Source: an optimization exercise on an open RTL-to-GDS flow (aim: a short achievable clock period and few clock cycles). Production flows keep margins and buffers that such runs may drop.
Only simulation tests tie the RTL to the original design; equivalence was not proved.
Power and IR drop assume default switching activity.

==> flow/design.v <==
`timescale 1ns / 1ps
module Multi_CPU(
	input wire clk, reset,
	input wire [31:0] Data_in,
	output wire mem_w,
	output wire [31:0] Data_out, Addr_out
    );
reg        w_mem;         
reg        w_st;          
reg        w_ld;          
reg        w_we;          
reg [4:0]  w_dst;
reg [31:0] w_res;         
reg [31:0] w_sd;          
reg [31:0] f_pc;
reg        d_v;
reg [31:0] d_ir, d_pc;
reg        e_v;
reg [31:0] e_x, e_y, e_z, e_pc4, e_alt;
reg [4:0]  e_dst;
reg        e_we, e_ld, e_st, e_br, e_bne, e_pred, e_jr;
reg        e_add, e_sub, e_and, e_or, e_nor, e_xor, e_slt, e_passy, e_link;
assign Addr_out = w_mem ? w_res : f_pc;
assign mem_w    = w_st;
assign Data_out = w_sd;
reg [31:0] rf [0:31];
reg [31:0] rf_v;
wire [31:0] w_wd = w_ld ? Data_in : w_res;
always @(posedge clk)
	if (w_we) rf[w_dst] <= w_wd;
always @(posedge clk)
	if (reset) rf_v <= 32'd0;
	else if (w_we) rf_v[w_dst] <= 1'b1;
wire [31:0] e_sum = e_x + e_y;
wire [32:0] e_dif = {1'b0, e_x} - {1'b0, e_y};
wire        e_lt  = e_dif[32];
wire [31:0] e_res = ({32{e_add}}   & e_sum)
                  | ({32{e_sub}}   & e_dif[31:0])
                  | ({32{e_and}}   & (e_x & e_y))
                  | ({32{e_or}}    & (e_x | e_y))
                  | ({32{e_nor}}   & ~(e_x | e_y))
                  | ({32{e_xor}}   & (e_x ^ e_y))
                  | ({32{e_slt}}   & {31'd0, e_lt})
                  | ({32{e_passy}} & e_y)
                  | ({32{e_link}}  & e_pc4);
wire e_eq    = (e_x == e_y);
wire e_taken = e_bne ? ~e_eq : e_eq;
wire e_redir = e_v & (e_jr | (e_br & (e_taken ^ e_pred)));
wire [31:0] e_tgt = e_jr ? e_sum : e_alt;
wire [5:0] d_op = d_ir[31:26];
wire [5:0] d_fn = d_ir[5:0];
wire [4:0] d_rs = d_ir[25:21];
wire [4:0] d_rt = d_ir[20:16];
wire [4:0] d_rd = d_ir[15:11];
wire d_R     = (d_op == 6'h00);
wire d_radd  = d_R & (d_fn == 6'h20);
wire d_rsub  = d_R & (d_fn == 6'h22);
wire d_rand  = d_R & (d_fn == 6'h24);
wire d_ror   = d_R & (d_fn == 6'h25);
wire d_rnor  = d_R & (d_fn == 6'h27);
wire d_rslt  = d_R & (d_fn == 6'h2a);
wire d_jr    = d_R & (d_fn == 6'h08);
wire d_jalr  = d_R & (d_fn == 6'h09);
wire d_ralu  = d_radd | d_rsub | d_rand | d_ror | d_rnor | d_rslt;
wire d_addi  = (d_op == 6'h08);
wire d_andi  = (d_op == 6'h0c);
wire d_ori   = (d_op == 6'h0d);
wire d_xori  = (d_op == 6'h0e);
wire d_slti  = (d_op == 6'h0a);
wire d_lui   = (d_op == 6'h0f);
wire d_lw    = (d_op == 6'h23);
wire d_sw    = (d_op == 6'h2b);
wire d_beq   = (d_op == 6'h04);
wire d_bne   = (d_op == 6'h09);
wire d_j     = (d_op == 6'h02);
wire d_jal   = (d_op == 6'h03);
wire d_ialu  = d_addi | d_andi | d_ori | d_xori | d_slti;
wire d_br    = d_beq | d_bne;
wire d_use_rs = d_ralu | d_jr | d_jalr | d_ialu | d_lw | d_sw | d_br;
wire d_use_rt = d_ralu | d_jr | d_jalr | d_sw | d_br;
wire d_we     = d_ralu | d_jalr | d_ialu | d_lui | d_lw | d_jal;
wire [4:0] d_dst = (d_jal | d_jalr) ? 5'd31 : d_ralu ? d_rd : d_rt;
wire [31:0] d_sext = {{16{d_ir[15]}}, d_ir[15:0]};
wire [31:0] d_pc4  = d_pc + 32'd4;
wire [31:0] d_bt   = d_pc4 + {d_sext[29:0], 2'b00};
wire [31:0] d_jt   = {d_pc4[31:28], d_ir[25:0], 2'b00};
wire        d_pred = d_br & d_ir[15];              
function [31:0] rd_fwd(input [4:0] r);
	if (e_v & e_we & ~e_ld & (e_dst == r)) rd_fwd = e_res;
	else if (w_we & (w_dst == r))          rd_fwd = w_wd;
	else                                   rd_fwd = rf_v[r] ? rf[r] : 32'd0;
endfunction
wire [31:0] d_rsv = rd_fwd(d_rs);
wire [31:0] d_rtv = rd_fwd(d_rt);
wire d_stall = d_v & e_v & e_ld &
               ((d_use_rs & (e_dst == d_rs)) | (d_use_rt & (e_dst == d_rt)));
wire d_adv   = d_v & ~d_stall;
wire d_redir = d_adv & ~e_redir & (d_j | d_jal | d_pred);
wire [31:0] d_tgt = d_br ? d_bt : d_jt;
wire f_fetch = ~w_mem & (~d_v | d_adv);
always @(posedge clk) begin
	if (reset) begin
		f_pc <= 32'd0;
		d_v  <= 1'b0;
	end else begin
		if (e_redir)      f_pc <= e_tgt;
		else if (d_redir) f_pc <= d_tgt;
		else if (f_fetch) f_pc <= f_pc + 32'd4;
		if (e_redir | d_redir) d_v <= 1'b0;
		else if (f_fetch)      d_v <= 1'b1;
		else if (d_adv)        d_v <= 1'b0;
	end
	if (f_fetch) begin
		d_ir <= Data_in;
		d_pc <= f_pc;
	end
end
always @(posedge clk) begin
	if (reset) e_v <= 1'b0;
	else       e_v <= d_adv & ~e_redir;
	e_x    <= d_rsv;
	e_y    <= d_lui ? {d_ir[15:0], 16'h0000} : (d_ialu | d_lw | d_sw) ? d_sext : d_rtv;
	e_z    <= d_rtv;
	e_pc4  <= d_pc4;
	e_alt  <= d_pred ? d_pc4 : d_bt;
	e_dst  <= d_dst;
	e_we   <= d_we;
	e_ld   <= d_lw;
	e_st   <= d_sw;
	e_br   <= d_br;
	e_bne  <= d_bne;
	e_pred <= d_pred;
	e_jr   <= d_jr | d_jalr;
	e_add  <= d_radd | d_addi | d_lw | d_sw;
	e_sub  <= d_rsub;
	e_and  <= d_rand | d_andi;
	e_or   <= d_ror | d_ori;
	e_nor  <= d_rnor;
	e_xor  <= d_xori;
	e_slt  <= d_rslt | d_slti;
	e_passy<= d_lui;
	e_link <= d_jal | d_jalr;
end
always @(posedge clk) begin
	if (reset) begin
		w_mem <= 1'b0;
		w_st  <= 1'b0;
		w_we  <= 1'b0;
	end else begin
		w_mem <= e_v & (e_ld | e_st);
		w_st  <= e_v & e_st;
		w_we  <= e_v & e_we;
	end
	w_ld  <= e_ld;
	w_dst <= e_dst;
	w_res <= e_res;
	w_sd  <= e_z;
end
endmodule
==> flow/run.sh <==
#!/bin/bash
# synth_recipe.tcl (not shown) runs the flow's synth.tcl, then flattens the netlist and writes it again
# the make line also repeats each setting of config.mk as NAME=value (left out here)
make -C /OpenROAD-flow-scripts/flow DESIGN_CONFIG=/design/flow/config.mk WORK_HOME=/design/flow/orfs CLKGATE_MAP_FILE= SYNTH_SCRIPT=/design/flow/synth_recipe.tcl finish
==> flow/config.mk <==
export PLATFORM = sky130hd
export DESIGN_NAME = Multi_CPU
export DESIGN_NICKNAME = Multi_CPU
export VERILOG_FILES = /design/flow/design.v
export SDC_FILE = /design/flow/constraint.sdc
export NUM_CORES = 4
export LEC_CHECK = 0
export ABC_CLOCK_PERIOD_IN_PS = 2500
export CAP_MARGIN = 20
export CORE_MARGIN = 2
export CORE_UTILIZATION = 40
export PLACE_DENSITY = 0.6
export SETUP_SLACK_MARGIN = 5
export SLEW_MARGIN = 20
==> flow/constraint.sdc <==
create_clock -name core_clock -period 9.0 [get_ports {clk}]
set_input_delay 1.8000 -clock core_clock [delete_from_list [all_inputs] [get_ports {clk}]]
set_output_delay 1.8000 -clock core_clock [all_outputs]
set_load 0.01 [all_outputs]
==> run notes <==
[power by group through the flow]
stage	clock [mW]	sequential, mW	combinational (mW)
6_report	6.07	7.18	1.13
2_1_floorplan	0	7.23	0.758
5_1_grt	6.41	7.18	1.19
3_5_place_dp	0	7.32	1.06
4_1_cts	6.15	7.18	1.09
3_3_place_gp	0	7.32	1.06
[repair_timing]
item	in CTS	in global routing
buffers inserted	46	37
pin swaps	39	38
hold buffers	0	0
setup endpoints to repair	168	79
resized for setup	199	138
gates cloned	5	1
[per-layer routing]
| layer | vias up | GRT usage [%] | share of wire (%) |
|---|---|---|---|
| met5 | - | 0 | 0 |
| li1 | 18564 | - | - |
| met2 | 2364 | 41.9 | 48 |
| met1 | 23344 | 33.4 | 38 |
| met4 | 0 | 12.5 | 5.4 |
| met3 | 498 | 5.19 | 8.4 |
[stage by stage]
stage	setup slack, ns	power, mW
after global routing	4.78	14.8
final	4.82	14.4
after detailed placement	4.09	8.38
after CTS	4.81	14.4
after floorplan	5.04	7.99
after global placement	4.17	8.38
[flip-flops by register name (all words and copies together) (netlist names), 5 cells and up, named ones only]
name / count
e_y: 32
w_sd: 32
e_z: 32
e_alt: 32
e_dst: 5
rf_v: 32
e_pc4: 30
f_pc: 32
d_ir: 32
w_res: 32
d_pc: 32
e_x: 32
w_dst: 5
rf: 1024
[layout make-up]
class                      count  area (sq um)  share of cell area [%]
timing repair buffer         284          2660                    3.31
sequential                  1416         39300                    48.9
clock buffer                 185          4000                    4.98
antenna                        4          10.0                  0.0125
tap                         2325          2910                    3.62
multi-input combinational   2638         30000                    37.4
clock inverter                90           726                   0.904
inverter                     183           687                   0.856
[cell families after synthesis]
kind of cell,synth area share (%)
xor gates and xnor gates,1.61
buffers and inverters,2.73
adders and majority gates,2.69
DFF,56.3
and+or+nand+nor,5.11
muxes,24.4
AOI/OAI and AO/OA,7.23
[final timing paths]
| check | endpoint | slack (ns) | cells after the start |
|---|---|---|---|
| min reg2reg | w_sd[11] | 0.32 | 0 |
| max reg2reg | f_pc[30] | 4.82 | 17 |
| min | w_sd[11] | 0.32 | 0 |
| max | f_pc[30] | 4.82 | 17 |
[cells in the final DEF, fill, tap and decap left out, drive strengths merged, types with 23 or more instances in the layout]
master	netlist	layout
edfxtp	1088	1088
mux4	660	660
dfxtp	328	328
nor2	245	246
nand2	221	221
a21oi	202	202
buf	103	199
clkbuf	208	193
inv	182	189
ha	145	145
mux2i	139	139
xnor2	83	83
nand3	80	80
o21ai	79	79
clkinv	1	72
clkdlybuf4s50	0	65
mux2	65	65
o22ai	59	59
a22oi	59	59
nor3	46	46
xor2	45	45
a211oi	31	31
a31oi	30	30
a21o	28	28
and3	28	28
a221o	27	27
nor4	23	23
==> run notes <==
startpoint types = register
clk buf depth = 3
total number of vias = 44770
syn avg cell area = 15.3 sq um
clock network fraction of total power = 42.2%
EDFF count, synth = 1088
Final GP Congestion = 0.942
Die H = 422 um
switching power = 3.40 mW
share of the synthesized area in the top cell type = 46.9%
Sw Share = 23.7%
# fillers = 15006
Syn Inst Count = 4547
Clock Pin Slew Worst Setup and Hold Paths = 0.06 ns
Synthesized Nets = 4729
largest net degree at the start of global routing = 109
WS Path Type = reg -> reg
DP Cell Count = 6757
Post-synth top cells = 1088 x edfxtp_1, 660 x mux4_2, 328 x dfxtp_1, 245 x nor2_1, 220 x nand2_1
Initial Util = 40.2%
ANT nets after route = 0
worst slew pin tran = 1.04 ns
Slowest Stage Delay on Critical Path = 0.40 ns
final core occ = 46.3%
H-tree depth = 4
first-pass GRT wire length = 329000 um
status = timing/DRC/antenna clean
Syn Std Cell Area = 0.0697 sq mm
setup TNS = 0 ns
post-synthesis sequential area ratio = 56.3%
register share of total power = 49.9%
fin crit period = 4.18 ns
Fin. Hold Viols = 0
initial antenna violation count = 2
WHS = 0.321 ns
Final Max Slew Viols = 0
CTS buffer count = 150
cell taking the most area after synthesis = edfxtp_1
#FFs+latches synth = 1416
cell mode on critical path = nor3_1
Cell variety after synth = 93
Worst Path Required = 9.66 ns
DRT Pass-1 Iters = 6
CTS tree = done
worst path cell trace = ha_2 > and4_4 > nor3b_4 > nand3_4 > buf_4 > xnor2_4 > ha_4 > nor3_1 > nor2_1 > a32oi_2 > o21ai_4 > a31o_4 > o311a_1 > a311oi_2 > nor3_1 > nor4b_1 > nor3_1
RR Startpoint = d_pc[2]
Clock Sinks = 1416
Overflow after GRT = 0
Cell Pwr Density = 179 mW/mm^2
Synth Warn # = 1
Max-Cap Viols = 0
largest cells by area after synthesis = edfxtp_1 47%, mux4_2 21%, dfxtp_1 9.4%, ha_1 2.6%, mux2i_1 2.0%
Static Leak = 27.2 nW
Critical Path AT = 4.84 ns
core footprint = 0.173 sq mm
worst vdd ir = 0.000184 V
Rows = 153
final instance area = 0.0803 sq mm
most common cell in the synthesized netlist = edfxtp_1
RSZ-0062 raised after global routing = yes
CP endpoint kind = register
Boundary Pins = 99
Worst slew margin = 30.8%
Async S/R FF share, synth = 0%
crit path launch = d_pc[2]
Root Driver = clkbuf_16
Top FF cell, synth = edfxtp_1
cell family with most CP delay = simple AND/OR/NAND/NOR gates
Total Wirelength = 235000 um
CP bufs+invs = 1
Hold WC Path Type = reg -> reg
DRC = 0
Internal = 11.0 mW
FMAX = 239 MHz
Layout Cells excl Fill = 7125
Nets = 4855
GRT Overall Usage = 25.9%
HP Start = e_z[11]
CP max FO = 6
# setup viols final = 0
Logic pwr share = 7.9%
Final Cycle Share = 46.5%
vias in the first global route = 44078
Cell Area, Placed = 0.0736 sq mm
Die W = 422 um
clock skew = 0.0404 ns
dpl hpwl = 140000 um
WL/cell = 33.0 um
die area = 0.178 sq mm
I/O Buffers = 98
vias per cell = 6.28
share of cells above drive strength 1 = 28.8%
Synth-to-Final Area Change = 15.2%
Iter 0 DRT Violations = 5803
CP max stage cell = edfxtp_1
Worst-Skew Late Latency = 0.83 ns
Testbench counts, summed over its fixed seeds: cycles 33,904.

-- port drivers added, routing unchanged --
The results above use ideal ports. As a check the final layout listed here was re-extracted and re-timed, cells and wires unchanged. Step 1, drivers: a clkbuf_16 drives clk and a buf_2 each remaining input, both assumed. Step 2 times the ports against the registers' clock, not the clock port: input delays grow and output delays shrink by t, the midpoint of the rising clock arrivals with the driver on. Three values: ideal, step 1, step 2; two values: the first two.
shift t [ns]: 0.895
setup WS [ns]: 4.818 / 4.818 / 4.693
hold WS [ns]: 0.321 / 0.321 / 0.321
latest minus earliest clock arrival (ns): 0.046 / 0.047
worst register clock-pin slew, ns: 0.07 / 0.07
After both steps setup and hold are still met in this run. The setup slack of this run moves by 0.000 ns with the drivers and by -0.125 ns with both steps.
